This design comes from an exercise in tuning for small area and a short achievable clock period on the open sky130 flow, not from production work. In this exercise RTL edits were held to simulation tests only and were not proved equivalent to the original. No driver is modelled on the clock port, so clocking that relies on it looks cheaper here than on a real chip. Power is estimated from default activity; no workload was simulated.

Setup of run 1:
## CPU
module CPU(
input clk,
input reset,
output[15:0]imem_addr,
input[15:0]imem_data,
output dmem_re,
output dmem_we,
output[15:0]dmem_addr,
output[15:0]dmem_wdata,
input[15:0]dmem_rdata,
output wb_en,
output[2:0]wb_reg,
output[15:0]wb_data
);
reg [15:0] pc;
assign imem_addr = pc;
reg [4:0]  if_op;      
reg [10:0] if_f;       
reg [15:0] rf [7:0];
reg        wb_en_r;
reg [2:0]  wb_reg_r;
reg [15:0] wb_data_r;
always @(posedge clk)
  if (wb_en_r) rf[wb_reg_r] <= wb_data_r;
wire [2:0] id_ra = if_f[10:8];
wire [2:0] id_rb = if_f[7:5];
wire id_add  = (if_op == 5'd1);
wire id_sub  = (if_op == 5'd2);
wire id_movi = (if_op == 5'd3);
wire id_lodr = (if_op == 5'd4);
wire id_stor = (if_op == 5'd5);
wire id_jmp  = (if_op == 5'd6);
wire id_jeq  = (if_op == 5'd7);
wire id_rw   = id_add | id_sub | id_movi | id_lodr;
wire [11:0] id_djmp = {if_f[10], if_f} - 12'd2;
wire [7:0] sel1, sel2;
genvar gi;
generate
  for (gi = 0; gi < 8; gi = gi + 1) begin : dec
    assign sel1[gi] = (id_ra == gi);
    assign sel2[gi] = (id_rb == gi) & ~id_movi;
  end
endgenerate
wire [15:0] id_imm = {{8{if_f[7]}}, if_f[7:0]};
wire [15:0] id_rd1, id_d2;
wire [15:0] r1a, r1b, r1c, r1d, r2a, r2b, r2c, r2d;
generate
  for (gi = 0; gi < 16; gi = gi + 1) begin : rd
    g_aoi22  u1a(.a(sel1[0]), .b(rf[0][gi]), .c(sel1[1]), .d(rf[1][gi]), .y(r1a[gi]));
    g_aoi22  u1b(.a(sel1[2]), .b(rf[2][gi]), .c(sel1[3]), .d(rf[3][gi]), .y(r1b[gi]));
    g_aoi22  u1c(.a(sel1[4]), .b(rf[4][gi]), .c(sel1[5]), .d(rf[5][gi]), .y(r1c[gi]));
    g_aoi22  u1d(.a(sel1[6]), .b(rf[6][gi]), .c(sel1[7]), .d(rf[7][gi]), .y(r1d[gi]));
    g_nand4  u1(.a(r1a[gi]), .b(r1b[gi]), .c(r1c[gi]), .d(r1d[gi]), .y(id_rd1[gi]));
    g_aoi22  u2a(.a(sel2[0]), .b(rf[0][gi]), .c(sel2[1]), .d(rf[1][gi]), .y(r2a[gi]));
    g_aoi22  u2b(.a(sel2[2]), .b(rf[2][gi]), .c(sel2[3]), .d(rf[3][gi]), .y(r2b[gi]));
    g_aoi22  u2c(.a(sel2[4]), .b(rf[4][gi]), .c(sel2[5]), .d(rf[5][gi]), .y(r2c[gi]));
    g_aoi222 u2d(.a(sel2[6]), .b(rf[6][gi]), .c(sel2[7]), .d(rf[7][gi]), .e(id_movi), .f(id_imm[gi]), .y(r2d[gi]));
    g_nand4  u2(.a(r2a[gi]), .b(r2b[gi]), .c(r2c[gi]), .d(r2d[gi]), .y(id_d2[gi]));
  ...
clock: 5.0 ns
lec_check: 0
cap_margin: 20
core_margin: 2
core_utilization: 40
setup_slack_margin: 2.9
slew_margin: 20
synth_hierarchical: 1
synth_minimum_keep_size: 0
standard.sh (not shown) runs the stock make flow with config.mk's settings and CLKGATE_MAP_FILE= SYNTH_SCRIPT=/design/flow/synth_recipe.tcl, a recipe that flattens the netlist after the stock synthesis.
==> flow/flow/run.sh <==
#!/bin/bash
# Own layout flow: the standard ORFS flow (standard.sh, standard synthesis) with these changes:
#  - port buffers are sky130 buf_2 cells
#  - CTS with larger sink clusters and no dummy loads
#  - area recovery (flow/area_recover.tcl): after CTS's timing repair,
#    cells are downsized where the worst setup slack stays at or above
#    SETUP_SLACK_MARGIN plus some headroom (post_cts.tcl)
# Each step's full output goes to its own log here; ORFS keeps its per-step logs under orfs/logs.
set -euo pipefail
here="$(cd "$(dirname "${BASH_SOURCE[0]}")" && pwd)"
export BUFFER_PORTS_ARGS="-buffer_cell sky130_fd_sc_hd__buf_2"
export CTS_ARGS="-sink_clustering_enable -repair_clock_nets -sink_clustering_size 30 -sink_clustering_max_diameter 80 -dont_use_dummy_load"
export POST_CTS_TCL="$here/post_cts.tcl"
bash standard.sh synth > synth.log 2>&1
bash standard.sh finish > layout.log 2>&1
==> flow/flow/area_recover.tcl <==
# Area recovery: try each standard cell at a smaller drive strength of the same
# function (same cell name up to the _N suffix), keeping the change only if the
# worst setup slack stays at or above the flow's setup margin and no max
# slew/capacitance violation appears.
proc my_area_recover {margin} {
  set db [ord::get_db]
  set block [ord::get_db_block]
  set lib_masters {}
  foreach lib [$db getLibs] {
    foreach m [$lib getMasters] { dict set lib_masters [$m getName] $m }
  }
  set dont_use [expr {[info exists ::env(DONT_USE_CELLS)] ? $::env(DONT_USE_CELLS) : {}}]
  set base_slew [sta::max_slew_violation_count]
  set base_cap [sta::max_capacitance_violation_count]
  set ws0 [worst_slack -max]
  set floor [expr {min($margin, $ws0)}]
  set saved 0.0
  set changed 0
  # visit cells from the largest slack down: sort by worst slack on their output pins
  set cands {}
  foreach inst [$block getInsts] {
    set mname [[$inst getMaster] getName]
    if {![regexp {^(sky130_fd_sc_hd__[a-z0-9]+)_([0-9]+)$} $mname -> base drive]} continue
    if {[string match "*clkbuf*" $base] || [string match "*clkinv*" $base] || [string match "*tap*" $base] || [string match "*fill*" $base] || [string match "*decap*" $base]} continue
    if {[$inst isFixed]} continue
    lappend cands [list $inst $base $drive]
  }
  foreach c $cands {
    lassign $c inst base drive
    set cur [$inst getMaster]
    # smaller drives of the same base, smallest first
    set opts {}
    foreach d {0 1 2 4 6 8 12 16} {
      if {$d >= $drive} continue
      set n "${base}_$d"
      if {![dict exists $lib_masters $n]} continue
      if {[lsearch -exact $dont_use $n] >= 0} continue
      set m [dict get $lib_masters $n]
      if {[$m getWidth] >= [$cur getWidth]} continue
      lappend opts $m
    }
    foreach m $opts {
      set old [$inst getMaster]
      set ok [$inst swapMaster $m]
      if {!$ok} continue
      set ws [worst_slack -max]
      if {$ws >= $floor && [sta::max_slew_violation_count] <= $base_slew && [sta::max_capacitance_violation_count] <= $base_cap} {
        set saved [expr {$saved + ([$old getWidth] - [$m getWidth]) * [$m getHeight] / 1e6}]
        incr changed
        break
      } else {
        $inst swapMaster $old
      }
    }
  }
  puts "area recovery: $changed cells downsized, [format %.1f $saved] um2 saved, worst slack [worst_slack -max]"
}
==> flow/flow/post_cts.tcl <==
# POST_CTS hook: recover area on paths with slack to spare after CTS's timing repair,
# leaving some headroom for the routing parasitics that come next.
source [file join [file dirname [info script]] area_recover.tcl]
my_area_recover [expr {$::env(SETUP_SLACK_MARGIN) + 0.15}]
Inputs modified between run 1 and run 2:
==> flow/flow/run.sh <==
#!/bin/bash
# Own layout flow: the standard ORFS flow (standard.sh, standard synthesis) with these changes:
#  - port buffers are sky130 buf_2 cells
#  - CTS with larger sink clusters and no dummy loads
#  - area recovery (flow/area_recover.tcl) after CTS's timing repair (post_cts.tcl) and after
#    the global-route step's timing repair (post_grt.tcl): cells are downsized where the
#    worst setup slack stays at or above SETUP_SLACK_MARGIN
# Each step's full output goes to its own log here; ORFS keeps its per-step logs under orfs/logs.
set -euo pipefail
here="$(cd "$(dirname "${BASH_SOURCE[0]}")" && pwd)"
export BUFFER_PORTS_ARGS="-buffer_cell sky130_fd_sc_hd__buf_2"
export CTS_ARGS="-sink_clustering_enable -repair_clock_nets -sink_clustering_size 30 -sink_clustering_max_diameter 80 -dont_use_dummy_load"
export POST_CTS_TCL="$here/post_cts.tcl"
export POST_GLOBAL_ROUTE_TCL="$here/post_grt.tcl"
bash standard.sh synth > synth.log 2>&1
bash standard.sh finish > layout.log 2>&1
-- flow/flow/area_recover.tcl --
<<< run 1, line 2
# function (same cell name up to the _N suffix), keeping the change only if the
# worst setup slack stays at or above the flow's setup margin and no max
# slew/capacitance violation appears.
proc my_area_recover {margin} {
  set db [ord::get_db]
>>> run 2, line 2
# function (same cell name up to the _N suffix), keeping the change only if the
# worst setup slack stays at or above the flow's setup margin (or the slack before
# recovery, if that is lower) and no max slew/capacitance violation appears.
# Parasitics are re-estimated (placement or global_routing) after every change.
proc my_area_recover {margin {est placement}} {
  set db [ord::get_db]
<<< run 1, line 45
      if {!$ok} continue
      set ws [worst_slack -max]
      if {$ws >= $floor && [sta::max_slew_violation_count] <= $base_slew && [sta::max_capacitance_violation_count] <= $base_cap} {
        set saved [expr {$saved + ([$old getWidth] - [$m getWidth]) * [$m getHeight] / 1e6}]
>>> run 2, line 46
      if {!$ok} continue
      estimate_parasitics -$est
      set ws [worst_slack -max]
      if {$ws >= $floor - 0.001 && [sta::max_slew_violation_count] <= $base_slew && [sta::max_capacitance_violation_count] <= $base_cap} {
        set saved [expr {$saved + ([$old getWidth] - [$m getWidth]) * [$m getHeight] / 1e6}]
<<< run 1, line 52
        $inst swapMaster $old
      }
>>> run 2, line 54
        $inst swapMaster $old
        estimate_parasitics -$est
      }
==> flow/flow/post_cts.tcl <==
# POST_CTS hook: recover area on paths with slack to spare after CTS's timing repair.
source [file join [file dirname [info script]] area_recover.tcl]
my_area_recover $::env(SETUP_SLACK_MARGIN) placement
==> flow/flow/post_grt.tcl (new file) <==
# POST_GLOBAL_ROUTE hook: recover area again with global-route parasitics after the
# global-route step's timing repair; the nets of changed cells are rerouted incrementally.
source [file join [file dirname [info script]] area_recover.tcl]
global_route -start_incremental
my_area_recover $::env(SETUP_SLACK_MARGIN) global_routing
global_route -end_incremental
estimate_parasitics -global_routing
puts "after area recovery: worst setup slack [worst_slack -max]"
## What came out
The run showing the smaller reported sequential group power is run 2. Re layout filler cell count: run 2 and run 1 aren't equal, and the higher value belongs to run 2. Of run 2 and run 1, the higher post-route minimum period belongs to run 2. Worst-case hold slack: run 2 better than run 1. Compared with run 1, in run 2 leakage power figure now smaller, number of buffer and inverter instances along the worst setup path now larger, wire length of the first global-routing pass now smaller, combinational cell fraction of total power now smaller.
--- input diff run 2..run 3 ---
- changing SETUP_SLACK_MARGIN from 2.9 to 2.8
==> flow/flow/run.sh <==
#!/bin/bash
# Own layout flow: the standard ORFS flow (standard.sh, standard synthesis) with these changes:
#  - port buffers are sky130 buf_2 cells
#  - CTS with larger sink clusters and no dummy loads
#  - area recovery (flow/area_recover.tcl): after CTS's timing repair,
#    cells are downsized where the worst setup slack stays at or above
#    SETUP_SLACK_MARGIN plus some headroom (post_cts.tcl)
# Each step's full output goes to its own log here; ORFS keeps its per-step logs under orfs/logs.
set -euo pipefail
here="$(cd "$(dirname "${BASH_SOURCE[0]}")" && pwd)"
export BUFFER_PORTS_ARGS="-buffer_cell sky130_fd_sc_hd__buf_2"
export CTS_ARGS="-sink_clustering_enable -repair_clock_nets -sink_clustering_size 30 -sink_clustering_max_diameter 80 -dont_use_dummy_load"
export POST_CTS_TCL="$here/post_cts.tcl"
bash standard.sh synth > synth.log 2>&1
bash standard.sh finish > layout.log 2>&1
-- flow/flow/area_recover.tcl --
<<< run 2, line 2
# function (same cell name up to the _N suffix), keeping the change only if the
# worst setup slack stays at or above the flow's setup margin (or the slack before
# recovery, if that is lower) and no max slew/capacitance violation appears.
# Parasitics are re-estimated (placement or global_routing) after every change.
proc my_area_recover {margin {est placement}} {
  set db [ord::get_db]
>>> run 3, line 2
# function (same cell name up to the _N suffix), keeping the change only if the
# worst setup slack stays at or above the flow's setup margin and no max
# slew/capacitance violation appears.
proc my_area_recover {margin} {
  set db [ord::get_db]
<<< run 2, line 46
      if {!$ok} continue
      estimate_parasitics -$est
      set ws [worst_slack -max]
      if {$ws >= $floor - 0.001 && [sta::max_slew_violation_count] <= $base_slew && [sta::max_capacitance_violation_count] <= $base_cap} {
        set saved [expr {$saved + ([$old getWidth] - [$m getWidth]) * [$m getHeight] / 1e6}]
>>> run 3, line 45
      if {!$ok} continue
      set ws [worst_slack -max]
      if {$ws >= $floor && [sta::max_slew_violation_count] <= $base_slew && [sta::max_capacitance_violation_count] <= $base_cap} {
        set saved [expr {$saved + ([$old getWidth] - [$m getWidth]) * [$m getHeight] / 1e6}]
<<< run 2, line 54
        $inst swapMaster $old
        estimate_parasitics -$est
      }
>>> run 3, line 52
        $inst swapMaster $old
      }
==> flow/flow/post_cts.tcl <==
# POST_CTS hook: recover area on paths with slack to spare after CTS's timing repair,
# leaving some headroom for the routing parasitics that come next.
source [file join [file dirname [info script]] area_recover.tcl]
my_area_recover [expr {$::env(SETUP_SLACK_MARGIN) + 0.15}]
removed: flow/flow/post_grt.tcl
--- outcome ---
Looking at instance count on the critical path, run 3 sits above run 2. NOTE: headroom to the max-slew limit in run 3 exceeds that of run 2. NOTE: total wire length in run 3 falls short of that of run 2. Run 3 vs. run 2: non-clock buffer count went up by 1, final worst slack increased by 61 ps relative to the old numbers, share of the cycle needed by the critical path after routing went down 1.2 points, maximum frequency now larger.

## separate check: timing with driven ports
Ports are ideal in the flow. The routed layouts listed here were re-timed in OpenROAD.
Step 1 sets driving cells, clkbuf_16 on the clock port and buf_2 on the other inputs (assumed; they add their load-dependent delay and slew).
Step 2 moves the port delays by t, midway between the first and last clock arrival at a register: inputs arrive t later, outputs are due t later. That takes back most of the time a late clock gives input paths.
Three values: ideal, step 1, step 2; two values: the first two.
run	shift t [ns]	setup slack, ns	hold slack, ns	slew at the worst register clock pin (ns)
run 1	0.538	2.851 / 2.830 / 2.523	0.332 / 0.332 / 0.332	0.11 / 0.11
run 2	0.536	2.742 / 2.737 / 2.415	0.335 / 0.335 / 0.335	0.11 / 0.11
run 3	0.540	2.803 / 2.793 / 2.431	0.338 / 0.338 / 0.338	0.12 / 0.12
After both steps setup and hold are still met in every run listed. For run 3, which loses most, drivers alone change the setup slack by -0.010 ns; drivers and shift together by -0.372 ns.
